This is an optimization exercise on Yosys and OpenROAD, whose aim is small area and a short achievable clock period, not a production implementation. RTL that was checked went through simulation tests only; none was proved equivalent to the original. Function not checked in runs 1 to 4: the RTL went through the layout flow alone. No run shown here takes its clock network from TritonCTS; it comes from the design's own scripts or RTL. The flow treats the clock pin as an ideal source. Dropping or thinning the clock tree relies on that and would not hold on a real chip. Power figures rest on the tool's default switching activity, not on a simulated workload.

File: design/flow/config.mk
export PLATFORM = sky130hd
export DESIGN_NAME = Benes_8p
export DESIGN_NICKNAME = Benes_8p
export VERILOG_FILES = /design/flow/design.v
export SDC_FILE = /design/flow/constraint.sdc
export NUM_CORES = 4
export LEC_CHECK = 0
export CAP_MARGIN = 20
export CORE_MARGIN = 2
export CORE_UTILIZATION = 40
export SETUP_SLACK_MARGIN = 1.3
export SLEW_MARGIN = 20
File: design/flow/constraint.sdc
create_clock -name core_clock -period 2.5 [get_ports {clk}]
set_input_delay 0.5000 -clock core_clock [delete_from_list [all_inputs] [get_ports {clk}]]
set_output_delay 0.5000 -clock core_clock [all_outputs]
set_load 0.01 [all_outputs]
File: design/flow/design.v
module Col0_Route (
    input  [23:0] p,
    output [2:0]  s0       
);
    wire [1:0] d [0:7];
    genvar k;
    generate for (k = 0; k < 8; k = k + 1) begin : g_d
        assign d[k] = p[3*k+1 +: 2];
    end endgenerate
    wire bs01 = (d[0] == d[3]) | (d[1] == d[2]);
    wire bd01 = (d[0] == d[2]) | (d[1] == d[3]);
    wire bs02 = (d[0] == d[5]) | (d[1] == d[4]);
    wire bd02 = (d[0] == d[4]) | (d[1] == d[5]);
    wire bs03 = (d[0] == d[7]) | (d[1] == d[6]);
    wire bd03 = (d[0] == d[6]) | (d[1] == d[7]);
    wire bs12 = (d[2] == d[5]) | (d[3] == d[4]);
    wire bd12 = (d[2] == d[4]) | (d[3] == d[5]);
    wire bs13 = (d[2] == d[7]) | (d[3] == d[6]);
    wire bd13 = (d[2] == d[6]) | (d[3] == d[7]);
    wire bs23 = (d[4] == d[7]) | (d[5] == d[6]);
    wire bd23 = (d[4] == d[6]) | (d[5] == d[7]);
    wire f0_1 = bd01 | (bs02 & bd12) | (bd02 & bs12) | (bs03 & bd13) | (bd03 & bs13);
    wire f1_2 = bs02 | (bs01 & bs12) | (bd01 & bd12) | (bs03 & bs23) | (bd03 & bd23);
    wire f0_2 = bd02 | (bs01 & bd12) | (bd01 & bs12) | (bs03 & bd23) | (bd03 & bs23);
    wire f1_3 = bs03 | (bs01 & bs13) | (bd01 & bd13) | (bs02 & bs23) | (bd02 & bd23);
    wire f0_3 = bd03 | (bs01 & bd13) | (bd01 & bs13) | (bs02 & bd23) | (bd02 & bs23);
    wire s1 = ~f0_1;
    wire s2 = f1_2 | ~(f0_2 | bd12);
    wire s3 = f1_3 | ~(f0_3 | bd13 | (bd23 & ~bs13));
    assign s0 = {s3, s2, s1};
endmodule
module Sub_Route (
    input [1:0] g0,
    input       g1h,
    input [1:0] g2,
    input       g3l,
    output [4:0] s     
);
    wire c11 = g2[1] ^ g0[1];
    wire a   = ~g0[0];
    wire b   = c11 ? ~g2[0] : ~g3l;
    assign s[0] = c11;
    assign s[1] = ~g0[1];
    assign s[2] = ~g1h;
    assign s[3] = g0[1] ? b : a;
    assign s[4] = g0[1] ? a : b;
endmodule
module Rest_Route (
    input  [23:0] p,
    input  [2:0]  s0,
    output [16:0] q     
);
    wire [3:0] s0x = {s0, 1'b1};
    wire [7:0] su;      
    wire [3:0] lu;      
    wire [5:0] sl;      
    genvar r;
    generate for (r = 0; r < 4; r = r + 1) begin : g_u
        assign su[2*r +: 2] = s0x[r] ? p[6*r+1 +: 2] : p[6*r+4 +: 2];
        assign lu[r]        = s0x[r] ? p[6*r]        : p[6*r+3];
    end endgenerate
    assign sl[1:0] = p[5:4];                         
    assign sl[2]   = s0x[1] ? p[11]    : p[8];       
    assign sl[4:3] = s0x[2] ? p[17:16] : p[14:13];   
    assign sl[5]   = s0x[3] ? p[22]    : p[19];      
    wire [3:0] t;
    genvar j;
    generate for (j = 0; j < 4; j = j + 1) begin : g_t
        assign t[j] = (su[1:0] == j & ~lu[0]) | (su[3:2] == j & ~lu[1]) |
                      (su[5:4] == j & ~lu[2]) | (su[7:6] == j & ~lu[3]);
    end endgenerate
    wire [4:0] bu, bl;
    Sub_Route u(.g0(su[1:0]), .g1h(su[3]), .g2(su[5:4]), .g3l(su[6]), .s(bu));
    Sub_Route l(.g0(sl[1:0]), .g1h(sl[2]), .g2(sl[4:3]), .g3l(sl[5]), .s(bl));
    assign q = {t, s0, bl, bu};
endmodule
module Benes_8p (input wire [2:0] mp0, mp1, mp2, mp3, mp4, mp5, mp6, mp7,
    input clk,
    output wire [19:0] state
);
    wire [23:0] p0 = {mp7, mp6, mp5, mp4, mp3, mp2, mp1, mp0};
    wire [2:0] s0_w;
    Col0_Route c0(.p(p0), .s0(s0_w));
    reg [23:0] p1;
    reg [2:0]  s0_1;
    always @(posedge clk) begin
        p1   <= p0;
        s0_1 <= s0_w;
    end
    wire [16:0] q_w;
    Rest_Route rr(.p(p1), .s0(s0_1), .q(q_w));
    reg [16:0] q2, q3, q4, q5, q6, q7;
    always @(posedge clk) begin
        q2 <= q_w;
        q3 <= q2;
        q4 <= q3;
        q5 <= q4;
        q6 <= q5;
        q7 <= q6;
    end
    assign state[0]  = 1'b1;
    assign state[1]  = 1'b1;
    assign state[2]  = q7[1];
    assign state[3]  = q7[3];
    assign state[4]  = q7[13];
    assign state[5]  = q7[10];
    assign state[6]  = q7[0];
    assign state[7]  = q7[2];
    assign state[8]  = q7[4];
    assign state[9]  = q7[14];
    assign state[10] = q7[11];
    assign state[11] = 1'b1;
    assign state[12] = q7[6];
    assign state[13] = q7[8];
    assign state[14] = q7[15];
    assign state[15] = q7[12];
    assign state[16] = q7[5];
    assign state[17] = q7[7];
    assign state[18] = q7[9];
    assign state[19] = q7[16];
endmodule
File: design/flow/flow/run.sh
#!/bin/bash
# The standard layout, with the clock tree built by flow/clock_tree.tcl (a
# two-stage tree with up to FLOW_CTS_LEAF registers per leaf buffer) in
# place of TritonCTS's.
set -euo pipefail
here=$(pwd)
export FLOW_CTS_LEAF=${FLOW_CTS_LEAF:-32}
export FLOW_CLOCK_PORT=clk
bash standard.sh "PRE_CTS_TCL=$here/flow/clock_tree.tcl" "BUFFER_PORTS_ARGS=-buffer_cell sky130_fd_sc_hd__buf_4" finish > "$here/make_finish.log" 2>&1
test -f out/final.def
File: design/flow/flow/clock_tree.tcl
# Clock tree for a small design, run as ORFS's PRE_CTS_TCL hook: the clock
# port drives one root buffer, which drives one leaf buffer per group of at
# most FLOW_CTS_LEAF registers. The groups come from splitting the
# registers at the median of their longer spread, recursively, and each
# leaf buffer sits at its group's centre and the root at the centre of the
# leaves. Every register sees the same two buffer stages. TritonCTS is then
# skipped; the rest of cts.tcl (legalisation, timing repair) runs as usual.
set ::ct_leaf [expr {[info exists ::env(FLOW_CTS_LEAF)] ? $::env(FLOW_CTS_LEAF) : 32}]
set ::ct_cell sky130_fd_sc_hd__clkbuf_16
set ::ct_block [ord::get_db_block]
set ::ct_master [[ord::get_db] findMaster $::ct_cell]

proc ct_center {iterms} {
  set sx 0.0; set sy 0.0
  foreach it $iterms {
    set b [[$it getInst] getBBox]
    set sx [expr {$sx + ([$b xMin] + [$b xMax]) / 2.0}]
    set sy [expr {$sy + ([$b yMin] + [$b yMax]) / 2.0}]
  }
  set n [llength $iterms]
  return [list [expr {$sx / $n}] [expr {$sy / $n}]]
}

proc ct_split {iterms leaf} {
  if {[llength $iterms] <= $leaf} { return [list $iterms] }
  set pts {}
  set xs {}; set ys {}
  foreach it $iterms {
    set b [[$it getInst] getBBox]
    set x [expr {([$b xMin] + [$b xMax]) / 2}]
    set y [expr {([$b yMin] + [$b yMax]) / 2}]
    lappend pts [list $it $x $y]
    lappend xs $x; lappend ys $y
  }
  set xs [lsort -integer $xs]; set ys [lsort -integer $ys]
  set k [expr {([lindex $xs end] - [lindex $xs 0]) >= ([lindex $ys end] - [lindex $ys 0]) ? 1 : 2}]
  set pts [lsort -integer -index $k $pts]
  set h [expr {[llength $pts] / 2}]
  set a {}; set b {}
  foreach p [lrange $pts 0 [expr {$h - 1}]] { lappend a [lindex $p 0] }
  foreach p [lrange $pts $h end] { lappend b [lindex $p 0] }
  return [concat [ct_split $a $leaf] [ct_split $b $leaf]]
}

proc ct_buffer {name x y in_net out_net} {
  set ct_block $::ct_block; set ct_master $::ct_master
  set inst [odb::dbInst_create $ct_block $ct_master $name]
  $inst setLocation [expr {int($x)}] [expr {int($y)}]
  $inst setPlacementStatus PLACED
  [$inst findITerm A] connect $in_net
  [$inst findITerm X] connect $out_net
  return $inst
}

proc ct_build {} {
  set ct_port [$::ct_block findBTerm $::env(FLOW_CLOCK_PORT)]
  set ct_clk [$ct_port getNet]
  set ct_sinks [$ct_clk getITerms]
  set ct_groups [ct_split $ct_sinks $::ct_leaf]
  puts "clock_tree: [llength $ct_sinks] sinks in [llength $ct_groups] groups of at most $::ct_leaf"

  set ct_root_net [odb::dbNet_create $::ct_block clknet_root]
  $ct_root_net setSigType CLOCK
  set ct_i 0
  set ct_leaves {}
  foreach g $ct_groups {
    set net [odb::dbNet_create $::ct_block clknet_leaf_$ct_i]
    $net setSigType CLOCK
    foreach it $g {
      $it disconnect
      $it connect $net
    }
    lassign [ct_center $g] x y
    set inst [ct_buffer clkbuf_leaf_$ct_i $x $y $ct_root_net $net]
    lappend ct_leaves [$inst findITerm A]
    incr ct_i
  }
  lassign [ct_center $ct_leaves] x y
  ct_buffer clkbuf_root $x $y $ct_clk $ct_root_net
  $ct_clk setSigType CLOCK
}
ct_build

set_propagated_clock [all_clocks]
proc clock_tree_synthesis {args} {
  puts "clock_tree: TritonCTS skipped, the tree is built"
}
File: design/flow/standard.sh
#!/bin/bash
# synth_recipe.tcl (not shown) runs the flow's synth.tcl, then flattens the netlist and writes it again
# the make line also repeats each setting of config.mk as NAME=value (left out here)
make -C /OpenROAD-flow-scripts/flow DESIGN_CONFIG=/design/flow/config.mk WORK_HOME=/design/flow/orfs CLKGATE_MAP_FILE= SYNTH_SCRIPT=/design/flow/synth_recipe.tcl "${@:-finish}"
==> results.ini, run 1 <==
[routing]
drc_errors=0
finalWirelength_microns=5662
avgRoutedWirePerCell_microns=13.35
vias=1959
vias_per_cell=4.620
first_pass_iters=4
ant_nets=0
drt_iter0_markers=65

[critical_path]
end_kind=flip-flop
cp.arrival_ps=1590
start_kind=input pin
path_class=input pin to flip-flop
crit_fanout=4
required_ps=2710

[yosys]
ys_dominant_reg_cell=dfxtp_1
synth_area_leader_cell=dfxtp_1
ys_types=36
synth_edf_count=0
synthArstFlopShare=0
ys_seq_area_frac=0.6824
ys_ff_latch=128
syn_area_sq_um=3755
yosys_warnings=2
synthTopCellsByArea=dfxtp_1, xor2_1, xnor2_1, mux2i_1, buf_4
synthCells=279
yosysTopAreaCellShare=0.6824
synth_area_per_cell_sq_um=13.46

[timing]
fin_crit_sh=0.5491
setup_viol=0
whs_ps=269.2
post-route-min-period_ps=1373
rsz0062_at_grt=true
final-hold-violation-count=0
skew_ps=6.099
drv_slew=0
finalSetupTns_ps=0
fmax_ghz=0.7285

[placed_design]
hpwlAfterDp_microns=3819
port_buffers=40
gp_congestion=0.8489

[finish]
final_cell_mix=dfxtp_1, buf_6, xor2_1, buf_4, xnor2_2
nets=340
final_layout_size_suffix_gt1_frac=0.3834
area_growth_syn_to_layout_pct=25.99
final_common_cell=dfxtp_1
antennaDiodeCount=0

[pwr]
p_int_mw=3.170
cellPowerDensity_nw_per_um2=866.7
switching_share=0.2268
switchingPower_mw=0.9301
p_leak_nw=1.977
clkPwrFrac=0.214
combPwrFrac=0.164
seq_power_share=0.622
ir_drop_v=0.0004055

[clocking]
clk_latency_ps=320
postCtsHoldBufs=0
clkTransAtPathRegs_ps=110

[floorplan]
num_rows=35
die_y_microns=100.9
core_sq_um=9153
pin_count=45
initial_utilization=0.4103
die-area_sq_um=10180
die_x_microns=100.9

[global_routing]
grt_pass1_vias=1855
grtUsageMet2=0.2036
antenna_found_initial=0
grt_max_degree=33
grt.overflow.total=0
grtUsageMet3=0.009015
grt_usage=0.1084
top_usage_layer=met2
use_met1=0.1353
grt_pass1_wl_microns=9004

[outcome]
status=timing/DRC/antenna clean

[hold_path]
min_path_type=input pin to flip-flop

[flow_run]
cap_violations=0

==> power groups by stage <==
stage / clock, mW / sequential, mW / combinational [mW]
after floorplan: 0 / 2.56 / 0.396
after global placement: 0 / 2.56 / 0.522
after detailed placement: 0 / 2.58 / 0.529
after CTS: 0.920 / 2.55 / 0.639
after global routing: 0.984 / 2.59 / 0.726
final: 0.876 / 2.55 / 0.674
==> logic make-up after synthesis <==
| family | count (synthesis) | synth area share |
|---|---|---|
| buffers and inverters | 27 | 0.04765 |
| flip-flops | 128 | 0.6824 |
| AND/OR/NAND/NOR | 18 | 0.02132 |
| other | 1 | 0.0009987 |
| XOR/XNOR | 50 | 0.1166 |
| AO/OA/AOI/OAI | 40 | 0.08997 |
| multiplexers | 15 | 0.04099 |
==> Yosys cell counts, types with 2 or more instances <==
master	count
nor2b_1	2
o221ai_1	2
xor2_1	28
xnor2_1	22
o21ai_0	3
dfxtp_1	128
buf_4	11
buf_6	4
nor3_1	2
inv_1	5
nand2b_1	2
a22oi_4	2
a21oi_1	4
clkbuf_1	2
o22a_1	2
mux2i_1	12
nand2_1	6
nor2_1	6
o22ai_1	12
buf_2	5
a22oi_2	2
mux2_2	3
==> per-stage QoR <==
stage	setup WS [ps]	util	instances	cell area [sq um]	power, mW
6_report	1127	0.5169	424	4731	4.100
5_1_grt	1081	0.5169	424	4731	4.299
4_1_cts	1143	0.5031	423	4604	4.105
3_5_place_dp	682.7	0.4593	410	4204	3.109
3_3_place_gp	749.3	0.4593	410	4204	3.084
2_1_floorplan	938.2	-	281	3991	2.951
==> worst max-delay path: stages <==
cell       delay (ps)
buf_12            120
buf_12            130
xnor2_2           160
a22oi_4            90
o22ai_2           160
a2111oi_2          60
a2111o_1          370
==> final cells by class <==
type / instances / area, sq um
plain buffers: 5 / 125.1
fillers: 788 / 4422
inverters: 5 / 18.77
multi-input cells: 126 / 1329
flip-flops and latches: 128 / 2591
well taps: 111 / 138.9
repair buffers: 49 / 528.0
==> flip-flops by register name, indices dropped and copies added (netlist names) <==
signal,count
q5,17
q7,17
p1,23
q6,17
q3,17
q2,17
s0_1,3
q4,17
==> per-layer routing <==
metal | up-vias | share of wire
met4 | 0 | 0.021
li1 | 984 | -
met2 | 43 | 0.51
met3 | 9 | 0.031
met1 | 923 | 0.43
met5 | - | 0
==> worst paths after layout <==
check	from	to	slack, ps	cells after the start
max	mp7[1]	s0_1[1]	1130	7
min	mp7[0]	p1[21]	270	1
max reg2reg	s0_1[1]	q2[4]	1200	5
min reg2reg	q6[8]	q7[8]	330	0
==> repair_timing <==
item	4_1_cts	5_1_grt
cloned	0	0
setup endpoints to repair	29	28
buffers inserted	8	1
resized for setup	52	29
pin swaps	11	7
==> run 2: changes to the inputs <==
--- a/design/flow/flow/run.sh
+++ b/design/flow/flow/run.sh
@@ -8,3 +8,3 @@
 export FLOW_CLOCK_PORT=clk
-bash standard.sh "PRE_CTS_TCL=$here/flow/clock_tree.tcl" "BUFFER_PORTS_ARGS=-buffer_cell sky130_fd_sc_hd__buf_4" finish > "$here/make_finish.log" 2>&1
+bash standard.sh "PRE_CTS_TCL=$here/flow/clock_tree.tcl" finish > "$here/make_finish.log" 2>&1
 test -f out/final.def
==> results.ini, run 2 <==
[hold_path]
min_path_type=flip-flop to flip-flop
whs_path_depth=0

[routing]
avgRoutedWirePerCell_microns=12.77
drc_errors=0
first_pass_iters=4
drt_iter0_markers=47
vias_per_cell=4.485
ant_nets=0
vias=1951
finalWirelength_microns=5554

[yosys]
ys_seq_area_frac=0.6824
ys_types=36
ys_dominant_reg_cell=dfxtp_1
syn_area_sq_um=3755
ys_ff_latch=128
synthTopCellsByArea=dfxtp_1, xor2_1, xnor2_1, mux2i_1, buf_4
synth_area_per_cell_sq_um=13.46
yosys_warnings=2
synthCells=279
synthArstFlopShare=0
synth_area_leader_cell=dfxtp_1
synth_most_common_cell=dfxtp_1
synth_edf_count=0
yosysTopAreaCellShare=0.6824
yosys-top-cells-count=dfxtp_1, xor2_1, xnor2_1, mux2i_1, o22ai_1

[finish]
final_cells=435
fillers=769
nets=351
area_growth_syn_to_layout_pct=24.56
final_layout_size_suffix_gt1_frac=0.3426
largest_reg_flops=23
antennaDiodeCount=0
final_cell_mix=dfxtp_1, xor2_1, buf_2, xnor2_2, buf_4
final_common_cell=dfxtp_1
largest_register=p1
stdcell_area_sq_um=4677

[floorplan]
num_rows=35
die-area_sq_um=10180
pin_count=45
core_sq_um=9153
die_x_microns=100.9
die_y_microns=100.9
initial_utilization=0.4103

[critical_path]
critPathMaxStageDelay_ps=260
critical_path_buf_inv_count=2
end_kind=flip-flop
crit_fanout=7
required_ps=2700
r2r_cells=4
cp.arrival_ps=1650
path_class=input pin to flip-flop
start_kind=input pin
critPathTopFamily=compound AO/OA/AOI/OAI gates
cp.depth=7
worstPathCellList=buf_2, buf_8, xnor2_1, a22oi_2, o22ai_1, a221oi_1, o211ai_1
slowest_stage=a22oi_2

[outcome]
status=timing/DRC/antenna clean

[global_routing]
antenna_found_initial=0
grt_max_degree=33
grt_pass1_wl_microns=8825
grt_usage=0.1054
grt.overflow.total=0
grt_pass1_vias=1853

[timing]
skew_ps=6.786
setup_viol=0
post-route-min-period_ps=1453
rsz0062_at_grt=true
fmax_ghz=0.6881
drv_slew=0
finalSetupTns_ps=0
final-hold-violation-count=0
fin_crit_sh=0.5813

[placed_design]
port_buffers=40
gp_congestion=0.8638
dp_cells=421
dpl_cell_area_sq_um=4399
hpwlAfterDp_microns=3850

[clocking]
clkTransAtPathRegs_ps=110
clk_latency_ps=320

[pwr]
cellPowerDensity_nw_per_um2=861.0
ir_drop_v=0.0003300
p_leak_nw=1.978

[flow_run]
cap_violations=0

## run 2: layout make-up
cell class | instances | area [sq um] | area share
inverters | 5 | 18.77 | 0.004013
plain buffers | 5 | 125.1 | 0.02675
repair buffers | 60 | 530.5 | 0.1134
well taps | 111 | 138.9 | 0.02969
multi-input cells | 126 | 1287 | 0.2753
flip-flops and latches | 128 | 2576 | 0.5508
## run 2: worst paths after layout
check	startpoint	endpoint	slack, ps
min	q6[16]	q7[16]	330
min reg2reg	q6[16]	q7[16]	330
max reg2reg	s0_1[0]	q2[16]	1150
max	mp4[1]	s0_1[2]	1050
## run 2: kinds of logic (layout without fill, tap and decap cells)
logic type,Yosys count,in the layout,share of synthesized area
compound gates,40,40,0.08997
xor+xnor,50,50,0.1166
buf+inv,27,70,0.04765
flops,128,128,0.6824
mux,15,15,0.04099
other cells,1,3,0.0009987
simple gates,18,18,0.02132
## run 2: what timing repair did
action / in CTS / in global routing
setup buffers: 4 / 5
hold buffers: 0 / 0
gates cloned: 0 / 0
endpoints found under the setup margin: 32 / 28
gates resized for setup: 159 / 33
pin swaps: 18 / 12
## run 2: where the power goes
| part | switching (mW) | leakage (nW) | internal [mW] |
|---|---|---|---|
| Combinational | 0.279 | 0.839 | 0.329 |
| Clock | 0.522 | 0.0616 | 0.365 |
| Sequential | 0.114 | 1.08 | 2.42 |
## run 2: routing by layer
| metal | GRT usage | vias up | wire length (microns) |
|---|---|---|---|
| met2 | 0.1903 | 51 | 2770 |
| met1 | 0.1380 | 891 | 2440 |
| met5 | 0 | - | 0 |
| li1 | - | 999 | - |
| met4 | 0.02002 | 0 | 101 |
| met3 | 0.009709 | 10 | 242 |
## run 2: metrics by stage
stage,total power [mW],setup slack [ps],util,hold slack [ps]
detailed placement,3.156,61.29,0.4807,312.1
finish,4.027,1047,0.5110,332.2
floorplan,2.951,938.2,-,309.6
global placement,3.129,120.6,0.4807,309.5
CTS,4.007,1055,0.4905,333.5
global route,4.221,993.6,0.5110,335.9
==> run 3: changes to the inputs <==
--- a/design/flow/flow/run.sh
+++ b/design/flow/flow/run.sh
@@ -6,3 +6,3 @@
 here=$(pwd)
-export FLOW_CTS_LEAF=${FLOW_CTS_LEAF:-32}
+export FLOW_CTS_LEAF=${FLOW_CTS_LEAF:-26}
 export FLOW_CLOCK_PORT=clk
==> results.ini, run 3 <==
[finish]
nets=354
final_cell_mix=dfxtp_1, xor2_1, buf_2, xnor2_2, buf_4
area_growth_syn_to_layout_pct=27.76
final_cells=438
largest_reg_flops=23
largest_register=p1
stdcell_area_sq_um=4797
final_layout_size_suffix_gt1_frac=0.3578
antennaDiodeCount=0
final_common_cell=dfxtp_1

[hold_path]
whs_path_depth=0
min_from=q3[9]
holdPathEnd=q4[9]
min_path_type=flip-flop to flip-flop

[yosys]
synth_edf_count=0
synth_area_leader_cell=dfxtp_1
ys_ff_latch=128
yosys-top-cells-count=dfxtp_1, xor2_1, xnor2_1, mux2i_1, o22ai_1
synth_xor_area_frac=0.1166
synth-compound-area-share=0.08997
synthArstFlopShare=0
synth_area_per_cell_sq_um=13.46
yosys_warnings=2
synth_most_common_cell=dfxtp_1
ys_seq_area_frac=0.6824
synthCells=279
synthSimpleGateAreaFrac=0.02133
syn_area_sq_um=3755
ys_types=36
synth_adder_area_share=0
synthTopCellsByArea=dfxtp_1, xor2_1, xnor2_1, mux2i_1, buf_4
yosysTopAreaCellShare=0.6824
synthMuxAreaShare=0.04099
ys_dominant_reg_cell=dfxtp_1
synth_top_family_by_area=XOR/XNOR gates

[pwr]
cellPowerDensity_nw_per_um2=909.5
clkPwrFrac=0.276
p_total_mw=4.363
p_leak_nw=2.031
ir_drop_v=0.0003730
seq_power_share=0.582
p_int_mw=3.394
switchingPower_mw=0.9689
switching_share=0.2221
combPwrFrac=0.142

[critical_path]
cp.arrival_ps=1650
r2r-start=s0_1[1]
start_kind=input pin
path_class=input pin to flip-flop
timing.rr.end=q2[4]
critPathLaunch=mp5[2]
reg2reg_setup_slack_ps=1200
r2r_cells=5
end_kind=flip-flop
crit_fanout=7
required_ps=2710

[routing]
ant_nets=0
drt_iter0_markers=30
vias=1965
first_pass_iters=4
finalWirelength_microns=5563
drc_errors=0
avgRoutedWirePerCell_microns=12.70
vias_per_cell=4.486

[global_routing]
grt_usage=0.1070
grt_max_degree=17
grt_pass1_wl_microns=8963
grt_pass1_vias=1900
antenna_found_initial=0
grt.overflow.total=0

[timing]
fin_ws_ps=1054
fmax_ghz=0.6917
setup_viol=0
skew_ps=7.319
rsz0062_at_grt=true
drv_slew=0
final-hold-violation-count=0
finalSetupTns_ps=0
fin_crit_sh=0.5783
post-route-min-period_ps=1446

[placed_design]
dp_cells=421
dpl_worst_slack_ps=61.29
port_buffers=40
dpl_cell_area_sq_um=4399
hpwlAfterDp_microns=3850
gp_congestion=0.8638

[floorplan]
num_rows=35
core_sq_um=9153
die-area_sq_um=10180
pin_count=45
initial_utilization=0.4103
die_y_microns=100.9
die_x_microns=100.9

[clocking]
postCtsHoldBufs=0
clkTransAtPathRegs_ps=60
clk_latency_ps=330

[flow_run]
cap_violations=0

[outcome]
status=timing/DRC/antenna clean

-- run 3: cell counts after synthesis --
Identical to the previous run, type by type.
-- run 3: repair_timing --
action / in CTS / in global routing
endpoints found under the setup margin: 31 / 28
pin swaps: 18 / 15
gates resized for setup: 163 / 32
buffers inserted: 5 / 3
-- run 3: metal layers --
metal  part of all wire  vias up  GRT usage
li1                   -     1010          -
met1               0.45      902     0.1390
met2               0.49       44     0.1918
met3              0.040        9    0.01248
met4              0.019        0    0.02213
met5                  0        -          0
-- run 3: logic make-up (layout without fill, tap and decap cells) --
| group | Yosys count | count (layout) |
|---|---|---|
| compound gates | 40 | 40 |
| flops | 128 | 128 |
| other cells | 1 | 3 |
| xor+xnor | 50 | 50 |
| buf+inv | 27 | 73 |
| mux | 15 | 15 |
| simple gates | 18 | 18 |
-- run 3: power groups by stage --
| stage | registers, mW | logic [mW] | clock network (mW) |
|---|---|---|---|
| after floorplan | 2.56 | 0.396 | 0 |
| after global placement | 2.56 | 0.568 | 0 |
| after detailed placement | 2.58 | 0.574 | 0 |
| after CTS | 2.54 | 0.564 | 1.26 |
| after global routing | 2.58 | 0.665 | 1.33 |
| final | 2.54 | 0.618 | 1.21 |
-- run 3: through the flow --
step,util,hold slack (ps)
floorplan,-,309.6
global placement,0.4807,309.5
detailed placement,0.4807,312.1
CTS,0.5049,326.8
global route,0.5241,328.3
finish,0.5241,325.8
-- run 3: area by class of cell --
cell class                      count  area, sq um
Buffer                              9        225.2
Fill cell                         760         4355
Inverter                            5        18.77
Multi-Input combinational cell    126         1316
Sequential cell                   128         2579
Tap cell                          111        138.9
Timing Repair Buffer               59        519.2
-- run 3: how the worst max path moves through the flow --
stage                   end  cells after the start
floorplan           s0_1[1]                      5
global placement    s0_1[1]                      5
detailed placement  s0_1[1]                      5
CTS                 s0_1[2]                      7
global route        s0_1[2]                      7
finish              s0_1[1]                      7
-- run 3: critical path: stages --
cell,delay [ps]
buf_6,90
buf_8,140
buf_4,130
xor2_1,150
o22ai_2,230
a2111oi_2,100
a2111o_1,300
==> run 4: changes to the inputs <==
==> design/flow/design.v (replaced) <==
module Col0_Links (
    input  [23:0] p,
    output [11:0] l     
);
    wire [1:0] d [0:7];
    genvar k;
    generate for (k = 0; k < 8; k = k + 1) begin : g_d
        assign d[k] = p[3*k+1 +: 2];
    end endgenerate
    assign l[0]  = (d[0] == d[3]) | (d[1] == d[2]);
    assign l[1]  = (d[0] == d[2]) | (d[1] == d[3]);
    assign l[2]  = (d[0] == d[5]) | (d[1] == d[4]);
    assign l[3]  = (d[0] == d[4]) | (d[1] == d[5]);
    assign l[4]  = (d[0] == d[7]) | (d[1] == d[6]);
    assign l[5]  = (d[0] == d[6]) | (d[1] == d[7]);
    assign l[6]  = (d[2] == d[5]) | (d[3] == d[4]);
    assign l[7]  = (d[2] == d[4]) | (d[3] == d[5]);
    assign l[8]  = (d[2] == d[7]) | (d[3] == d[6]);
    assign l[9]  = (d[2] == d[6]) | (d[3] == d[7]);
    assign l[10] = (d[4] == d[7]) | (d[5] == d[6]);
    assign l[11] = (d[4] == d[6]) | (d[5] == d[7]);
endmodule
module Col0_Settings (
    input  [11:0] l,
    output [2:0]  s0       
);
    wire bs01 = l[0],  bd01 = l[1],  bs02 = l[2],  bd02 = l[3];
    wire bs03 = l[4],  bd03 = l[5],  bs12 = l[6],  bd12 = l[7];
    wire bs13 = l[8],  bd13 = l[9],  bs23 = l[10], bd23 = l[11];
    wire f0_1 = bd01 | (bs02 & bd12) | (bd02 & bs12) | (bs03 & bd13) | (bd03 & bs13);
    wire f1_2 = bs02 | (bs01 & bs12) | (bd01 & bd12) | (bs03 & bs23) | (bd03 & bd23);
    wire f0_2 = bd02 | (bs01 & bd12) | (bd01 & bs12) | (bs03 & bd23) | (bd03 & bs23);
    wire f1_3 = bs03 | (bs01 & bs13) | (bd01 & bd13) | (bs02 & bs23) | (bd02 & bd23);
    wire f0_3 = bd03 | (bs01 & bd13) | (bd01 & bs13) | (bs02 & bd23) | (bd02 & bs23);
    wire s1 = ~f0_1;
    wire s2 = f1_2 | ~(f0_2 | bd12);
    wire s3 = f1_3 | ~(f0_3 | bd13 | (bd23 & ~bs13));
    assign s0 = {s3, s2, s1};
endmodule
module Sub_Route (
    input [1:0] g0,
    input       g1h,
    input [1:0] g2,
    input       g3l,
    output [4:0] s     
);
    wire c11 = g2[1] ^ g0[1];
    wire a   = ~g0[0];
    wire b   = c11 ? ~g2[0] : ~g3l;
    assign s[0] = c11;
    assign s[1] = ~g0[1];
    assign s[2] = ~g1h;
    assign s[3] = g0[1] ? b : a;
    assign s[4] = g0[1] ? a : b;
endmodule
module Benes_8p (input wire [2:0] mp0, mp1, mp2, mp3, mp4, mp5, mp6, mp7,
    input clk,
    output wire [19:0] state
);
    wire [23:0] p0 = {mp7, mp6, mp5, mp4, mp3, mp2, mp1, mp0};
    wire [11:0] l_w;
    Col0_Links c0l(.p(p0), .l(l_w));
    reg [23:0] p1;
    reg [11:0] l1;
    always @(posedge clk) begin
        p1 <= p0;
        l1 <= l_w;
    end
    wire [2:0] s0_w;
    Col0_Settings c0s(.l(l1), .s0(s0_w));
    reg [2:0] s0_2;
    reg [7:0] su_2;      
    reg [3:0] lu_2;      
    reg [5:0] sl_2;      
    wire [3:0] s0x = {s0_w, 1'b1};
    integer r;
    always @(posedge clk) begin
        s0_2 <= s0_w;
        for (r = 0; r < 4; r = r + 1) begin
            su_2[2*r +: 2] <= s0x[r] ? p1[6*r+1 +: 2] : p1[6*r+4 +: 2];
            lu_2[r]        <= s0x[r] ? p1[6*r]        : p1[6*r+3];
        end
        sl_2[1:0] <= p1[5:4];                         
        sl_2[2]   <= s0x[1] ? p1[11]    : p1[8];      
        sl_2[4:3] <= s0x[2] ? p1[17:16] : p1[14:13];  
        sl_2[5]   <= s0x[3] ? p1[22]    : p1[19];     
    end
    wire [3:0] t_w;
    wire [4:0] bu_w, bl_w;
    genvar j;
    generate for (j = 0; j < 4; j = j + 1) begin : g_t
        assign t_w[j] = (su_2[1:0] == j & ~lu_2[0]) | (su_2[3:2] == j & ~lu_2[1]) |
                        (su_2[5:4] == j & ~lu_2[2]) | (su_2[7:6] == j & ~lu_2[3]);
    end endgenerate
    Sub_Route bu(.g0(su_2[1:0]), .g1h(su_2[3]), .g2(su_2[5:4]), .g3l(su_2[6]), .s(bu_w));
    Sub_Route bl(.g0(sl_2[1:0]), .g1h(sl_2[2]), .g2(sl_2[4:3]), .g3l(sl_2[5]), .s(bl_w));
    reg [16:0] q3, q4, q5, q6, q7;
    always @(posedge clk) begin
        q3 <= {t_w, s0_2, bl_w, bu_w};
        q4 <= q3;
        q5 <= q4;
        q6 <= q5;
        q7 <= q6;
    end
    assign state[0]  = 1'b1;
    assign state[1]  = 1'b1;
    assign state[2]  = q7[1];
    assign state[3]  = q7[3];
    assign state[4]  = q7[13];
    assign state[5]  = q7[10];
    assign state[6]  = q7[0];
    assign state[7]  = q7[2];
    assign state[8]  = q7[4];
    assign state[9]  = q7[14];
    assign state[10] = q7[11];
    assign state[11] = 1'b1;
    assign state[12] = q7[6];
    assign state[13] = q7[8];
    assign state[14] = q7[15];
    assign state[15] = q7[12];
    assign state[16] = q7[5];
    assign state[17] = q7[7];
    assign state[18] = q7[9];
    assign state[19] = q7[16];
endmodule
--- a/design/flow/flow/run.sh
+++ b/design/flow/flow/run.sh
@@ -6,3 +6,3 @@
 here=$(pwd)
-export FLOW_CTS_LEAF=${FLOW_CTS_LEAF:-26}
+export FLOW_CTS_LEAF=${FLOW_CTS_LEAF:-32}
 export FLOW_CLOCK_PORT=clk
==> results.ini, run 4 <==
[timing]
finalSetupTns_ps=0
final-hold-violation-count=0
drv_slew=0
post-route-min-period_ps=1535
setup_viol=0
rsz0062_at_grt=true
skew_ps=3.805
fin_crit_sh=0.6141
fmax_ghz=0.6513

[yosys]
yosysTopAreaCellShare=0.7189
synthArstFlopShare=0
yosys_warnings=2
synth_area_per_cell_sq_um=13.31
ys_types=26
ys_seq_area_frac=0.7189
yosys-top-cells-count=dfxtp_1, xor2_1, clkbuf_1, o22ai_1, nor2_1
syn_area_sq_um=3926
ys_dominant_reg_cell=dfxtp_1
ys_ff_latch=141
synthCells=295
synth_most_common_cell=dfxtp_1
synthTopCellsByArea=dfxtp_1, xor2_1, mux2_2, o22ai_1, clkbuf_1
synth_area_leader_cell=dfxtp_1
synth_edf_count=0

[finish]
largest_reg_flops=23
final_cell_mix=dfxtp_1, xor2_1, dlygate4sd2_1, buf_2, o22ai_1
largest_register=p1
area_growth_syn_to_layout_pct=18.04
antennaDiodeCount=0
fin_util=0.4808
final_layout_size_suffix_gt1_frac=0.1722
final_common_cell=dfxtp_1
nets=358

[routing]
drc_errors=0
drt_iter0_markers=55
avgRoutedWirePerCell_microns=12.11
first_pass_iters=5
vias_per_cell=4.388
vias=2036
ant_nets=0
finalWirelength_microns=5621

[global_routing]
grt_pass1_wl_microns=9011
antenna_found_initial=0
grt_max_degree=19
grt_usage=0.1039
grt.overflow.total=0
grt_pass1_vias=1898

[critical_path]
end_kind=flip-flop
r2r-start=l1[0]
required_ps=2730
timing.rr.end=sl_2[5]
endpoint=sl_2[5]
start_kind=flip-flop
r2r_cells=5
slowest_stage=a222oi_1
reg2reg_setup_slack_ps=960
path_class=flip-flop to flip-flop
critPathLaunch=l1[0]
critPathMaxStageDelay_ps=340
crit_fanout=5
cp.arrival_ps=1760
worstPathCellList=a222oi_1, nand2_1, a31oi_4, buf_12, mux2_4

[floorplan]
die_x_microns=103.1
num_rows=36
pin_count=45
core_sq_um=9639
die-area_sq_um=10620
die_y_microns=103.1
initial_utilization=0.4073

[clocking]
clkTransAtPathRegs_ps=70
postCtsHoldBufs=0
clk_latency_ps=340

[flow_run]
cap_violations=0

[pwr]
p_total_mw=4.504
cellPowerDensity_nw_per_um2=971.8
p_leak_nw=1.966
ir_drop_v=0.0003845

[placed_design]
port_buffers=40
gp_congestion=0.8058
hpwlAfterDp_microns=3695

[outcome]
status=timing/DRC/antenna clean

[hold_path]
min_path_type=flip-flop to flip-flop

run 4: cell type report:
type | instances | area, sq um
buffer | 9 | 225.2
fill | 918 | 5005
inverter | 7 | 26.28
multi-input combinational | 128 | 1016
sequential | 141 | 2830
tap | 133 | 166.4
timing repair buffer | 46 | 370.4
run 4: through the flow:
| stage | setup WS (ps) | instance area [sq um] | instances | hold WS (ps) |
|---|---|---|---|---|
| floorplan | 1116 | 3934 | 297 | 309.6 |
| global placement | 812.9 | 4410 | 449 | 309.7 |
| detailed placement | 812.6 | 4410 | 449 | 312.1 |
| CTS | 946.1 | 4587 | 462 | 328.3 |
| global route | 913.8 | 4634 | 464 | 331.6 |
| finish | 964.7 | 4634 | 464 | 326.5 |
run 4: routing by layer:
layer / up-vias / GRT usage / wire length (microns)
met3: 6 / 0.01153 / 302
li1: 1025 / - / -
met5: - / 0 / 0
met4: 0 / 0.01215 / 65
met1: 941 / 0.1326 / 2498
met2: 64 / 0.1943 / 2755
run 4: cell families (layout without fill, tap and decap cells):
kind of cell	after synthesis	in the layout	share of synthesized area
xor gates and xnor gates	50	50	0.1115
DFF	141	141	0.7189
and+or+nand+nor	26	26	0.03378
buffers and inverters	28	62	0.02964
muxes	17	17	0.04748
AOI/OAI and AO/OA	32	32	0.05768
other	1	3	0.0009551
run 4: how the worst min path moves through the flow:
stage	cells after the start	startpoint	slack [ps]	to
detailed placement	0	q3[10]	310	q4[10]
floorplan	0	p1[0]	310	lu_2[0]
finish	0	q5[1]	330	q6[1]
global placement	0	q5[6]	310	q6[6]
CTS	0	q6[9]	330	q7[9]
global route	0	q6[10]	330	q7[10]
run 4: critical path, delay by kind of cell, from the launching register on:
kind            cells  cell delay [ps]
compound gates      2              520
buf+inv             1              140
simple gates        1              140
flops               1              320
mux                 1              300
run 4: where the power goes:
part | switching (mW) | total [mW] | internal, mW
sequential | 0.134 | 2.76 | 2.63
clock | 0.625 | 1.26 | 0.640
combinational | 0.221 | 0.479 | 0.258
total | 0.979 | 4.50 | 3.52
run 4: what timing repair did:
item,CTS,global route
pin swaps,3,4
endpoints found under the setup margin,43,34
endpoints found under the hold margin,0,0
setup buffers,4,2
resized for setup,89,13
==> run 5: changes to the inputs <==
--- a/design/flow/design.v
+++ b/design/flow/design.v
@@ -55,2 +55,33 @@
 endmodule
+module Rest_Route (
+    input  [23:0] p,
+    input  [2:0]  s,
+    input  [2:0]  sn,
+    output [16:0] q     
+);
+    wire [3:0] sx  = {s, 1'b1};
+    wire [3:0] sxn = {sn, 1'b0};
+    wire [7:0] su;      
+    wire [3:0] lu;      
+    wire [5:0] sl;      
+    genvar r;
+    generate for (r = 0; r < 4; r = r + 1) begin : g_u
+        assign su[2*r +: 2] = ({2{sx[r]}} & p[6*r+1 +: 2]) | ({2{sxn[r]}} & p[6*r+4 +: 2]);
+        assign lu[r]        = (sx[r] & p[6*r])             | (sxn[r] & p[6*r+3]);
+    end endgenerate
+    assign sl[1:0] = p[5:4];                                           
+    assign sl[2]   = (sx[1] & p[11])            | (sxn[1] & p[8]);           
+    assign sl[4:3] = ({2{sx[2]}} & p[17:16])    | ({2{sxn[2]}} & p[14:13]);  
+    assign sl[5]   = (sx[3] & p[22])            | (sxn[3] & p[19]);          
+    wire [3:0] t;
+    genvar j;
+    generate for (j = 0; j < 4; j = j + 1) begin : g_t
+        assign t[j] = (su[1:0] == j & ~lu[0]) | (su[3:2] == j & ~lu[1]) |
+                      (su[5:4] == j & ~lu[2]) | (su[7:6] == j & ~lu[3]);
+    end endgenerate
+    wire [4:0] bu, bl;
+    Sub_Route u(.g0(su[1:0]), .g1h(su[3]), .g2(su[5:4]), .g3l(su[6]), .s(bu));
+    Sub_Route l(.g0(sl[1:0]), .g1h(sl[2]), .g2(sl[4:3]), .g3l(sl[5]), .s(bl));
+    assign q = {t, s, bl, bu};
+endmodule
 module Benes_8p (input wire [2:0] mp0, mp1, mp2, mp3, mp4, mp5, mp6, mp7,
@@ -70,31 +101,14 @@
     Col0_Settings c0s(.l(l1), .s0(s0_w));
-    reg [2:0] s0_2;
-    reg [7:0] su_2;      
-    reg [3:0] lu_2;      
-    reg [5:0] sl_2;      
-    wire [3:0] s0x = {s0_w, 1'b1};
-    integer r;
+    reg [23:0] p2;
+    reg [2:0]  s0_2, s0n_2;
     always @(posedge clk) begin
-        s0_2 <= s0_w;
-        for (r = 0; r < 4; r = r + 1) begin
-            su_2[2*r +: 2] <= s0x[r] ? p1[6*r+1 +: 2] : p1[6*r+4 +: 2];
-            lu_2[r]        <= s0x[r] ? p1[6*r]        : p1[6*r+3];
-        end
-        sl_2[1:0] <= p1[5:4];                         
-        sl_2[2]   <= s0x[1] ? p1[11]    : p1[8];      
-        sl_2[4:3] <= s0x[2] ? p1[17:16] : p1[14:13];  
-        sl_2[5]   <= s0x[3] ? p1[22]    : p1[19];     
+        p2     <= p1;
+        s0_2   <= s0_w;
+        s0n_2  <= ~s0_w;
     end
-    wire [3:0] t_w;
-    wire [4:0] bu_w, bl_w;
-    genvar j;
-    generate for (j = 0; j < 4; j = j + 1) begin : g_t
-        assign t_w[j] = (su_2[1:0] == j & ~lu_2[0]) | (su_2[3:2] == j & ~lu_2[1]) |
-                        (su_2[5:4] == j & ~lu_2[2]) | (su_2[7:6] == j & ~lu_2[3]);
-    end endgenerate
-    Sub_Route bu(.g0(su_2[1:0]), .g1h(su_2[3]), .g2(su_2[5:4]), .g3l(su_2[6]), .s(bu_w));
-    Sub_Route bl(.g0(sl_2[1:0]), .g1h(sl_2[2]), .g2(sl_2[4:3]), .g3l(sl_2[5]), .s(bl_w));
+    wire [16:0] q_w;
+    Rest_Route rr(.p(p2), .s(s0_2), .sn(s0n_2), .q(q_w));
     reg [16:0] q3, q4, q5, q6, q7;
     always @(posedge clk) begin
-        q3 <= {t_w, s0_2, bl_w, bu_w};
+        q3 <= q_w;
         q4 <= q3;
--- a/design/flow/flow/run.sh
+++ b/design/flow/flow/run.sh
@@ -8,3 +8,3 @@
 export FLOW_CLOCK_PORT=clk
-bash standard.sh "PRE_CTS_TCL=$here/flow/clock_tree.tcl" finish > "$here/make_finish.log" 2>&1
+bash standard.sh "PRE_CTS_TCL=$here/flow/clock_tree.tcl" "BUFFER_PORTS_ARGS=-buffer_cell sky130_fd_sc_hd__buf_4" finish > "$here/make_finish.log" 2>&1
 test -f out/final.def
==> results.ini, run 5 <==
[global_routing]
grt_max_degree=20
grt.overflow.total=0
grt_pass1_wl_microns=9384
antenna_found_initial=0
grt_pass1_vias=2003
grt_usage=0.1011

[yosys]
synth_area_leader_cell=dfxtp_1
synthTopCellsByArea=dfxtp_1, xor2_1, o22ai_1, nand2_1, o21ai_0
synthArstFlopShare=0
synthSimpleGateAreaFrac=0.03767
ys_types=31
synth_xor_area_frac=0.1090
synth_top_family_by_area=XOR/XNOR gates
synthCells=312
yosysTopAreaCellShare=0.7302
yosys_warnings=2
ys_seq_area_frac=0.7302
yosys-top-cells-count=dfxtp_1, xor2_1, nand2_1, o22ai_1
synth_adder_area_share=0
synthMuxAreaShare=0.01011
ys_dominant_reg_cell=dfxtp_1
synth_edf_count=0
synth-compound-area-share=0.08545
synth_most_common_cell=dfxtp_1
ys_ff_latch=149
syn_area_sq_um=4085
synth_area_per_cell_sq_um=13.09

[floorplan]
core_sq_um=9864
die-area_sq_um=11040
pin_count=45
die_y_microns=105.1
num_rows=36
initial_utilization=0.4141
die_x_microns=105.1

[critical_path]
start_kind=flip-flop
critical_path_buf_inv_count=1
crit_fanout=1
required_ps=2000
critPathMaxStageDelay_ps=320
cp.arrival_ps=770
r2r-start=s0_2[2]
worstPathCellList=buf_6
timing.rr.end=q3[14]
slowest_stage=dfxtp_2
reg2reg_setup_slack_ps=1280
end_kind=output port
critPathTopFamily=flip-flops
path_class=flip-flop to output port
r2r_cells=3

[routing]
finalWirelength_microns=5852
ant_nets=0
vias=2183
drt_iter0_markers=62
drc_errors=0
top_layer_used=met4
avgRoutedWirePerCell_microns=12.14
wl_met3_microns=215
vias_per_cell=4.529
first_pass_iters=4
routed-wl-met2_microns=2853
wl_met1_microns=2624

[pwr]
p_leak_nw=2.046
cellPowerDensity_nw_per_um2=994.4
ir_drop_v=0.0005008

[finish]
antennaDiodeCount=0
final_cell_mix=dfxtp_1, xor2_1, buf_4, dfxtp_2, buf_6
final_common_cell=dfxtp_1
area_growth_syn_to_layout_pct=19.08
reg.largest.list=p1: 23 flops, p2: 23 flops
final_layout_size_suffix_gt1_frac=0.2464
nets=376

[timing]
fin_ws_ps=1230
setup_viol=0
post-route-min-period_ps=1270
finalSetupTns_ps=0
drv_slew=0
skew_ps=9.939
fin_crit_sh=0.5082
final-hold-violation-count=0
rsz0062_at_grt=true
fmax_ghz=0.7871

[outcome]
status=timing/DRC/antenna clean

[placed_design]
hpwlAfterDp_microns=3975
gp_congestion=0.8232
dpl_worst_slack_ps=1193
port_buffers=40

[hold_path]
min_path_type=input pin to flip-flop
min_from=mp5[0]
holdPathEnd=p1[15]
whs_path_depth=1

[flow_run]
cap_violations=0

[clocking]
clkTransAtPathRegs_ps=70
postCtsHoldBufs=0
clk_latency_ps=350

[run 5: layout make-up]
class	count	area, sq um
tap	133	166.4
multi-input combinational	139	1030
timing repair buffer	45	401.6
buffer	9	225.2
fill	816	5000
inverter	7	26.28
sequential	149	3015
[run 5: where the power goes]
part,total [mW],internal [mW],switching [mW]
combinational,0.563,0.318,0.245
sequential,2.98,2.82,0.164
clock,1.29,0.640,0.654
[run 5: timing repair]
action / CTS / global route
setup endpoints to repair: 21 / 23
gates resized for setup: 26 / 22
buffers inserted: 2 / 3
gates cloned: 0 / 0
pin swaps: 1 / 6
[run 5: layer usage]
layer	vias up	track usage
met3	14	0.01310
met2	55	0.1800
met1	1020	0.1269
li1	1094	-
met5	-	0
met4	0	0.03143
[run 5: how the worst max path moves through the flow]
stage / slack, ps / end / cells past startpoint / startpoint
floorplan: 1320 / q3[4] / 4 / s0_2[1]
CTS: 1210 / state[6] / 1 / q7[0]
detailed placement: 1190 / q3[14] / 3 / s0_2[1]
finish: 1230 / state[10] / 1 / q7[11]
global placement: 1210 / q3[14] / 3 / s0_2[1]
global route: 1190 / state[2] / 1 / q7[1]
[run 5: logic make-up (layout without fill, tap and decap cells)]
| kind of cell | after synthesis | after routing |
|---|---|---|
| compound gates | 49 | 49 |
| other cells | 1 | 3 |
| simple gates | 33 | 33 |
| mux | 4 | 4 |
| flops | 149 | 149 |
| xor+xnor | 50 | 50 |
| buf+inv | 26 | 61 |
[run 5: per-stage QoR]
step	utilization	cell area [sq um]	cells	hold slack, ps	power [mW]
floorplan	-	4093	314	309.6	3.272
global placement	0.4538	4477	468	310.0	3.462
detailed placement	0.4538	4477	468	312.1	3.490
CTS	0.4866	4800	479	239.9	4.853
global route	0.4932	4865	482	232.4	5.088
finish	0.4932	4865	482	250.6	4.837
==> run 6: changes to the inputs <==
--- a/design/flow/flow/run.sh
+++ b/design/flow/flow/run.sh
@@ -8,3 +8,3 @@
 export FLOW_CLOCK_PORT=clk
-bash standard.sh "PRE_CTS_TCL=$here/flow/clock_tree.tcl" "BUFFER_PORTS_ARGS=-buffer_cell sky130_fd_sc_hd__buf_4" finish > "$here/make_finish.log" 2>&1
+bash standard.sh "PRE_CTS_TCL=$here/flow/clock_tree.tcl" finish > "$here/make_finish.log" 2>&1
 test -f out/final.def
==> results.ini, run 6 <==
[outcome]
status=timing/DRC/antenna clean

[finish]
final_cell_mix=dfxtp_1, xor2_1, dlygate4sd2_1, nand2_1, o22ai_1
reg.largest.list=p1: 23 flops, p2: 23 flops
area_growth_syn_to_layout_pct=17.70
fin_util=0.4874
final_layout_size_suffix_gt1_frac=0.1461
nets=376
antennaDiodeCount=0
final_common_cell=dfxtp_1
stdcell_area_sq_um=4808

[flow_run]
cap_violations=0

[timing]
post-route-min-period_ps=1270
skew_ps=5.132
final-hold-violation-count=0
drv_slew=0
fin_crit_sh=0.5082
finalSetupTns_ps=0
fmax_ghz=0.7871
rsz0062_at_grt=true
setup_viol=0

[critical_path]
slowest_stage=dfxtp_2
critPathTopFamily=flip-flops
start_kind=flip-flop
end_kind=output port
cp.depth=1
crit_fanout=1
r2r_cells=4
worstPathCellList=buf_6
path_class=flip-flop to output port
critPathMaxStageDelay_ps=320
reg2reg_setup_slack_ps=1300
required_ps=2000
timing.rr.end=q3[9]
critPathLaunch=q7[11]
endpoint=state[10]
cp.arrival_ps=770
r2r-start=s0n_2[1]
critical_path_buf_inv_count=1

[yosys]
yosys-top-cells-count=dfxtp_1, xor2_1, nand2_1, o22ai_1
synth_area_per_cell_sq_um=13.09
synthCells=312
ys_seq_area_frac=0.7302
synth_edf_count=0
ys_types=31
syn_area_sq_um=4085
ys_ff_latch=149
ys_dominant_reg_cell=dfxtp_1
synthArstFlopShare=0
synth_area_leader_cell=dfxtp_1
yosysTopAreaCellShare=0.7302
synth_most_common_cell=dfxtp_1
yosys_warnings=2
synthTopCellsByArea=dfxtp_1, xor2_1, o22ai_1, nand2_1, o21ai_0

[routing]
vias_per_cell=4.512
drt_iter0_markers=77
first_pass_iters=5
drc_errors=0
avgRoutedWirePerCell_microns=12.05
finalWirelength_microns=5810
vias=2175
ant_nets=0

[placed_design]
gp_congestion=0.8020
port_buffers=40
dpl_cell_area_sq_um=4577
hpwlAfterDp_microns=3903

[hold_path]
min_path_type=flip-flop to flip-flop

[global_routing]
grt_usage=0.1020
grt_pass1_vias=2062
antenna_found_initial=0
grt_pass1_wl_microns=9480
grt.overflow.total=0
grt_max_degree=20

[floorplan]
die_x_microns=105.1
pin_count=45
initial_utilization=0.4141
num_rows=36
core_sq_um=9864
die-area_sq_um=11040
die_y_microns=105.1

[pwr]
cellPowerDensity_nw_per_um2=991.2
ir_drop_v=0.0004102
p_total_mw=4.766
p_leak_nw=2.021

[clocking]
clkTransAtPathRegs_ps=70
postCtsHoldBufs=0
clk_latency_ps=350

==> run 6: worst min-delay path by stage <==
stage,start,end,slack [ps],cells after the start
6_report,p1[1],p2[1],320,0
4_1_cts,p1[20],p2[20],330,0
5_1_grt,p1[1],p2[1],330,0
3_3_place_gp,q5[0],q6[0],310,0
3_5_place_dp,q3[3],q4[3],310,0
2_1_floorplan,p1[0],p2[0],310,0
==> run 6: cell type report <==
class / instances / area (sq um)
buffer: 9 / 225.2
fill: 879 / 5056
inverter: 7 / 26.28
multi-input combinational: 139 / 1025
sequential: 149 / 3002
tap: 133 / 166.4
timing repair buffer: 45 / 364.1
==> run 6: timing repair <==
item | CTS | global route
pin swaps | 3 | 6
gates resized for setup | 94 | 16
buffers inserted | 3 | 2
endpoints found under the setup margin | 34 | 22
==> run 6: metal layers <==
| layer | wire (microns) | track usage |
|---|---|---|
| met1 | 2514 | 0.1215 |
| met2 | 2870 | 0.1929 |
| met3 | 289 | 0.01185 |
| met4 | 136 | 0.02667 |
| met5 | 0 | 0 |
==> run 6: cell families (layout without fill, tap and decap cells) <==
family,after synthesis,in the layout,synth area share
compound gates,49,49,0.08545
other cells,1,3,0.0009180
xor+xnor,50,50,0.1090
simple gates,33,33,0.03767
flops,149,149,0.7302
buf+inv,26,61,0.02665
mux,4,4,0.01011
==> run 6: stage by stage <==
step                      hold slack (ps)  setup slack, ps  std cells
final                               324.4             1230        482
after global routing                325.0             1181        482
after floorplan                     309.6             1320        314
after CTS                           327.7             1214        480
after detailed placement            312.1            806.1        468
after global placement              309.5            840.4        468
==> run 6: power breakdown <==
group / switching (mW) / internal [mW]
Clock: 0.655 / 0.640
Combinational: 0.241 / 0.267
Sequential: 0.156 / 2.81
Total: 1.05 / 3.72
==> run 7: changes to the inputs <==
==> design/flow/flow/run.sh (replaced) <==
#!/bin/bash
# The standard layout, with the clock tree built by flow/clock_tree.tcl (a
# tree with up to FLOW_CTS_LEAF registers per leaf buffer) in
# place of TritonCTS's.
set -euo pipefail
here=$(pwd)
export FLOW_CTS_LEAF=${FLOW_CTS_LEAF:-38}
export FLOW_CLOCK_PORT=clk
bash standard.sh "PRE_CTS_TCL=$here/flow/clock_tree.tcl" finish > "$here/make_finish.log" 2>&1
test -f out/final.def
==> design/flow/flow/clock_tree.tcl (replaced) <==
set ::ct_leaf [expr {[info exists ::env(FLOW_CTS_LEAF)] ? $::env(FLOW_CTS_LEAF) : 32}]
set ::ct_cell sky130_fd_sc_hd__clkbuf_16
set ::ct_port_max 4
set ::ct_block [ord::get_db_block]
set ::ct_master [[ord::get_db] findMaster $::ct_cell]

proc ct_center {iterms} {
  set sx 0.0; set sy 0.0
  foreach it $iterms {
    set b [[$it getInst] getBBox]
    set sx [expr {$sx + ([$b xMin] + [$b xMax]) / 2.0}]
    set sy [expr {$sy + ([$b yMin] + [$b yMax]) / 2.0}]
  }
  set n [llength $iterms]
  return [list [expr {$sx / $n}] [expr {$sy / $n}]]
}

proc ct_split {iterms k} {
  if {$k <= 1} { return [list $iterms] }
  set pts {}
  set xs {}; set ys {}
  foreach it $iterms {
    set b [[$it getInst] getBBox]
    set x [expr {([$b xMin] + [$b xMax]) / 2}]
    set y [expr {([$b yMin] + [$b yMax]) / 2}]
    lappend pts [list $it $x $y]
    lappend xs $x; lappend ys $y
  }
  set xs [lsort -integer $xs]; set ys [lsort -integer $ys]
  set axis [expr {([lindex $xs end] - [lindex $xs 0]) >= ([lindex $ys end] - [lindex $ys 0]) ? 1 : 2}]
  set pts [lsort -integer -index $axis $pts]
  set k1 [expr {$k / 2}]
  set h [expr {([llength $pts] * $k1 + $k / 2) / $k}]
  set a {}; set b {}
  foreach p [lrange $pts 0 [expr {$h - 1}]] { lappend a [lindex $p 0] }
  foreach p [lrange $pts $h end] { lappend b [lindex $p 0] }
  return [concat [ct_split $a $k1] [ct_split $b [expr {$k - $k1}]]]
}

proc ct_buffer {name x y in_net out_net} {
  set ct_block $::ct_block; set ct_master $::ct_master
  set inst [odb::dbInst_create $ct_block $ct_master $name]
  $inst setLocation [expr {int($x)}] [expr {int($y)}]
  $inst setPlacementStatus PLACED
  [$inst findITerm A] connect $in_net
  [$inst findITerm X] connect $out_net
  return $inst
}

proc ct_build {} {
  set port [$::ct_block findBTerm $::env(FLOW_CLOCK_PORT)]
  set clk [$port getNet]
  set sinks [$clk getITerms]
  set k [expr {([llength $sinks] + $::ct_leaf - 1) / $::ct_leaf}]
  set groups [ct_split $sinks $k]
  # the clock port drives the leaf buffers itself when there are at most
  # ct_port_max of them, else through one root buffer
  if {$k <= $::ct_port_max} {
    set feed $clk
  } else {
    set feed [odb::dbNet_create $::ct_block clknet_root]
    $feed setSigType CLOCK
  }
  puts "clock_tree: [llength $sinks] sinks in $k groups, root buffer: [expr {$k > $::ct_port_max}]"
  set i 0
  set leaves {}
  foreach g $groups {
    set net [odb::dbNet_create $::ct_block clknet_leaf_$i]
    $net setSigType CLOCK
    foreach it $g {
      $it disconnect
      $it connect $net
    }
    lassign [ct_center $g] x y
    set inst [ct_buffer clkbuf_leaf_$i $x $y $feed $net]
    lappend leaves [$inst findITerm A]
    incr i
  }
  if {$k > $::ct_port_max} {
    lassign [ct_center $leaves] x y
    ct_buffer clkbuf_root $x $y $clk $feed
  }
  $clk setSigType CLOCK
}
ct_build

set_propagated_clock [all_clocks]
proc clock_tree_synthesis {args} {
  puts "clock_tree: TritonCTS skipped, the tree is built"
}
==> results.ini, run 7 <==
[pwr]
cellPowerDensity_nw_per_um2=922.6
seq_power_share=0.694
p_leak_nw=1.933
switching_share=0.2153
combPwrFrac=0.112
clkPwrFrac=0.195
ir_drop_v=0.0005528
p_int_mw=3.340
switchingPower_mw=0.9165

[timing]
final-hold-violation-count=0
skew_ps=11.06
drv_slew=0
finalSetupTns_ps=0
post-route-min-period_ps=1215
fin_crit_sh=0.4861
setup_viol=0
rsz0062_at_grt=true
fmax_ghz=0.8228
fin_ws_ps=1285

[routing]
vias=2139
vias_per_cell=4.494
drt_iter0_markers=134
first_pass_iters=5
drc_errors=0
finalWirelength_microns=5674
avgRoutedWirePerCell_microns=11.92
ant_nets=0

[placed_design]
port_buffers=40
dp_cells=468
gp_congestion=0.8020
dpl_worst_slack_ps=806.1
hpwlAfterDp_microns=3903

[critical_path]
end_kind=flip-flop
slowest_stage=dfxtp_4
start_kind=flip-flop
cp.arrival_ps=1290
path_class=flip-flop to flip-flop
critPathMaxStageDelay_ps=390
required_ps=2580
crit_fanout=8
worstPathCellList=a22oi_2, mux2_4, nand2_2, o21ai_1

[floorplan]
core_sq_um=9864
die_x_microns=105.1
pin_count=45
die-area_sq_um=11040
num_rows=36
initial_utilization=0.4141
die_y_microns=105.1

[yosys]
syn_area_sq_um=4085
synth_xor_area_frac=0.1090
synth_adder_area_share=0
synth_top_family_by_area=XOR/XNOR gates
ys_ff_latch=149
synthMuxAreaShare=0.01011
synth_most_common_cell=dfxtp_1
ys_types=31
synthTopCellsByArea=dfxtp_1, xor2_1, o22ai_1, nand2_1, o21ai_0
synthSimpleGateAreaFrac=0.03767
synth_area_per_cell_sq_um=13.09
ys_seq_area_frac=0.7302
synthCells=312
yosysTopAreaCellShare=0.7302
synthArstFlopShare=0
yosys_warnings=2
yosys-top-cells-count=dfxtp_1, xor2_1, nand2_1, o22ai_1
synth-compound-area-share=0.08545
ys_dominant_reg_cell=dfxtp_1
synth_area_leader_cell=dfxtp_1
synth_edf_count=0

[global_routing]
grt_pass1_vias=1975
grt_pass1_wl_microns=9149
grt_max_degree=39
antenna_found_initial=0
grt.overflow.total=0
grt_usage=0.09846

[finish]
area_growth_syn_to_layout_pct=12.92
nets=370
antennaDiodeCount=0
final_common_cell=dfxtp_1
final_layout_size_suffix_gt1_frac=0.1516
final_cell_mix=dfxtp_1, xor2_1, buf_2, nand2_1, o22ai_1
fin_util=0.4677
final_cells=476
fillers=885
reg.largest.list=p1: 23 flops, p2: 23 flops

[clocking]
clkTransAtPathRegs_ps=120
clk_latency_ps=190
postCtsHoldBufs=0

[hold_path]
min_path_type=flip-flop to flip-flop

[flow_run]
cap_violations=0

[outcome]
status=timing/DRC/antenna clean

==> run 7: cell counts after synthesis <==
No cell type changed its count.
==> run 7: routing by layer <==
metal,up-vias,wire [microns],track usage
met5,-,0,0
met2,47,2746,0.1865
met4,0,91,0.01619
met1,997,2585,0.1223
li1,1085,-,-
met3,10,251,0.009357
==> run 7: final timing paths <==
check | from | endpoint | slack, ps | depth (start not counted)
setup reg to reg | s0_2[1] | q3[4] | 1280 | 4
hold / removal | q5[2] | q6[2] | 340 | 0
setup / recovery | s0_2[1] | q3[4] | 1280 | 4
hold reg to reg | q5[2] | q6[2] | 340 | 0
==> run 7: cell families after synthesis <==
logic type / count (synthesis)
compound gates: 49
xor+xnor: 50
buf+inv: 26
flops: 149
mux: 4
other cells: 1
simple gates: 33
==> run 7: through the flow <==
| stage | power [mW] | instance area (sq um) | hold slack, ps |
|---|---|---|---|
| final | 4.256 | 4613 | 335.5 |
| after global routing | 4.463 | 4613 | 338.6 |
| after CTS | 4.276 | 4607 | 335.9 |
| after detailed placement | 3.523 | 4577 | 312.1 |
| after global placement | 3.496 | 4577 | 309.5 |
| after floorplan | 3.272 | 4093 | 309.6 |
==> run 7: cell type report <==
cell class	count	area, sq um	area share
Sequential cell	149	3000	0.6504
Multi-Input combinational cell	139	1025	0.2221
Timing Repair Buffer	44	295.3	0.06401
Tap cell	133	166.4	0.03607
Buffer	4	100.1	0.02170
Inverter	7	26.28	0.005696
==> run 7: power groups by stage <==
| stage | combinational [mW] | clock (mW) | sequential, mW |
|---|---|---|---|
| finish | 0.476 | 0.829 | 2.95 |
| detailed placement | 0.518 | 0 | 3.01 |
| global route | 0.525 | 0.936 | 3.00 |
| floorplan | 0.275 | 0 | 3.00 |
| CTS | 0.463 | 0.861 | 2.95 |
| global placement | 0.509 | 0 | 2.99 |
==> run 7: timing repair <==
| item | 4_1_cts | 5_1_grt |
|---|---|---|
| pin swaps | 2 | 5 |
| resized for setup | 91 | 30 |
| buffers inserted | 1 | 3 |
| setup endpoints to repair | 40 | 16 |
| hold endpoints to repair | 0 | 0 |
==> run 7: worst max-delay path: cells and delay by family, from the launching register on <==
family,cells,cell delay [ps]
flops,1,390
compound gates,2,320
mux,1,330
simple gates,1,60
==> run 8: changes to the inputs <==
--- a/design/flow/config.mk
+++ b/design/flow/config.mk
@@ -10,3 +10,3 @@
 export CORE_UTILIZATION = 40
-export SETUP_SLACK_MARGIN = 1.3
+export SETUP_SLACK_MARGIN = 1.4
 export SLEW_MARGIN = 20
==> results.ini, run 8 <==
[timing]
rsz0062_at_grt=true
final-hold-violation-count=0
setup_viol=0
skew_ps=11.59
post-route-min-period_ps=1237
fin_crit_sh=0.4949
fmax_ghz=0.8082
finalSetupTns_ps=0
drv_slew=0

[critical_path]
crit_fanout=3
start_kind=flip-flop
r2r-start=p2[14]
required_ps=2570
critPathLaunch=p2[14]
cp.arrival_ps=1310
reg2reg_setup_slack_ps=1260
endpoint=q3[9]
timing.rr.end=q3[9]
r2r_cells=4
end_kind=flip-flop
path_class=flip-flop to flip-flop

[yosys]
yosys_warnings=2
synthCells=312
yosysTopAreaCellShare=0.7302
ys_dominant_reg_cell=dfxtp_1
synth_edf_count=0
ys_ff_latch=149
synth_area_leader_cell=dfxtp_1
yosys-top-cells-count=dfxtp_1, xor2_1, nand2_1, o22ai_1
synth_area_per_cell_sq_um=13.09
synthTopCellsByArea=dfxtp_1, xor2_1, o22ai_1, nand2_1, o21ai_0
synthArstFlopShare=0
synth_most_common_cell=dfxtp_1
syn_area_sq_um=4085
ys_types=31
ys_seq_area_frac=0.7302

[global_routing]
antenna_found_initial=0
grt_max_degree=39
grt.overflow.total=0
grt_usage=0.1055
grt_pass1_vias=2081
grt_pass1_wl_microns=9777

[finish]
nets=381
final_cell_mix=dfxtp_1, xor2_1, clkdlybuf4s15_2, nand2_1
fillers=868
final_common_cell=dfxtp_1
antennaDiodeCount=0
area_growth_syn_to_layout_pct=19.30
reg.largest.list=p1: 23 flops, p2: 23 flops
final_layout_size_suffix_gt1_frac=0.2401

[routing]
drt_iter0_markers=84
first_pass_iters=4
drc_errors=0
finalWirelength_microns=5923
avgRoutedWirePerCell_microns=12.16
vias=2156
ant_nets=0
vias_per_cell=4.427

[placed_design]
port_buffers=40
hpwlAfterDp_microns=4020
gp_congestion=0.8319

[pwr]
switchingPower_mw=0.9453
combPwrFrac=0.137
ir_drop_v=0.0003896
p_leak_nw=2.025
seq_power_share=0.675
cellPowerDensity_nw_per_um2=899.4
clkPwrFrac=0.188
switching_share=0.2157
p_total_mw=4.383
p_int_mw=3.438

[clocking]
postCtsHoldBufs=0
clkTransAtPathRegs_ps=130
clk_latency_ps=180

[floorplan]
initial_utilization=0.4141
die_x_microns=105.1
die-area_sq_um=11040
core_sq_um=9864
pin_count=45
num_rows=36
die_y_microns=105.1

[outcome]
status=timing/DRC/antenna clean

[flow_run]
cap_violations=0

[hold_path]
min_path_type=flip-flop to flip-flop

[run 8: routing by layer]
layer,part of all wire,up-vias,GRT usage
met5,0,-,0
met4,0.032,0,0.03048
met3,0.037,13,0.008110
met2,0.49,47,0.1925
met1,0.44,984,0.1330
li1,-,1112,-
[run 8: through the flow]
step                  util  instances  worst slack, ps  instance area (sq um)  hold slack (ps)
floorplan                -        314             1349                   4125            309.6
global placement    0.4652        468            844.9                   4589            310.1
detailed placement  0.4652        468            803.1                   4589            312.1
CTS                 0.4821        484             1272                   4756            339.0
global route        0.4940        487             1204                   4873            341.5
finish              0.4940        487             1263                   4873            333.8
[run 8: what timing repair did]
action                                  CTS  global route
cloned                                    0             0
resized for setup                       128            31
endpoints found under the setup margin   55            28
pin swaps                                 9            11
setup buffers                            12             3
[run 8: kinds of logic (layout without fill, tap and decap cells)]
group | count (synthesis) | after routing | share of synthesized area
and+or+nand+nor | 33 | 33 | 0.03767
DFF | 149 | 149 | 0.7302
buffers and inverters | 26 | 66 | 0.02665
other | 1 | 3 | 0.0009180
muxes | 4 | 4 | 0.01011
xor gates and xnor gates | 50 | 50 | 0.1090
AOI/OAI and AO/OA | 49 | 49 | 0.08545
[run 8: worst min path at each step]
stage / startpoint / endpoint / slack, ps / depth (start not counted)
6_report: q6[15] / q7[15] / 330 / 0
5_1_grt: p1[17] / p2[17] / 340 / 0
4_1_cts: p1[14] / p2[14] / 340 / 0
3_5_place_dp: p1[10] / p2[10] / 310 / 0
3_3_place_gp: q6[0] / q7[0] / 310 / 0
2_1_floorplan: p1[0] / p2[0] / 310 / 0
[run 8: cell type report]
cell class,count,area [sq um],share of cell area
multi-input combinational,139,1051,0.2157
sequential,149,3015,0.6187
buffer,4,100.1,0.02054
tap,133,166.4,0.03415
timing repair buffer,55,514.2,0.1055
inverter,7,26.28,0.005392
[run 8: worst max-delay path: stages (launching register included)]
cell,delay [ps]
dfxtp_4,370
a22oi_2,240
xnor2_2,150
mux2i_1,260
mux2i_1,100
[run 8: power by group through the flow]
stage          Combinational (mW)  Clock, mW  Sequential [mW]
2_1_floorplan               0.285          0             3.00
3_3_place_gp                0.518          0             2.99
3_5_place_dp                0.530          0             3.01
4_1_cts                     0.545      0.861             2.95
5_1_grt                     0.656      0.959             3.01
6_report                    0.602      0.824             2.96

[separate check: timing with driven ports]
How much do the figures lean on ideal ports? The routed layouts below were timed once more, with nothing changed but the port constraints.
Step 1, drivers: a clkbuf_16 drives clk and a buf_2 each remaining input, both assumed.
Step 2 also shifts input and output timing later by t, the mid clock arrival at the registers, as if the neighbouring blocks saw the same clock.
a / b / c = ideal ports / drivers / drivers and shift; a / b = the first two.
| run | t, ns | slack for setup (ns) |
|---|---|---|
| run 1 | 0.348 | 1.127 / 1.112 / 0.764 |
| run 2 | 0.349 | 1.047 / 1.051 / 0.702 |
| run 3 | 0.357 | 1.054 / 1.054 / 0.697 |
| run 4 | 0.363 | 0.965 / 0.965 / 0.965 |
| run 5 | 0.376 | 1.230 / 1.198 / 1.283 |
| run 6 | 0.379 | 1.230 / 1.195 / 1.088 |
| run 7 | 0.253 | 1.285 / 1.285 / 1.155 |
| run 8 | 0.251 | 1.263 / 1.263 / 1.244 |
After both steps every run listed still meets setup and hold.
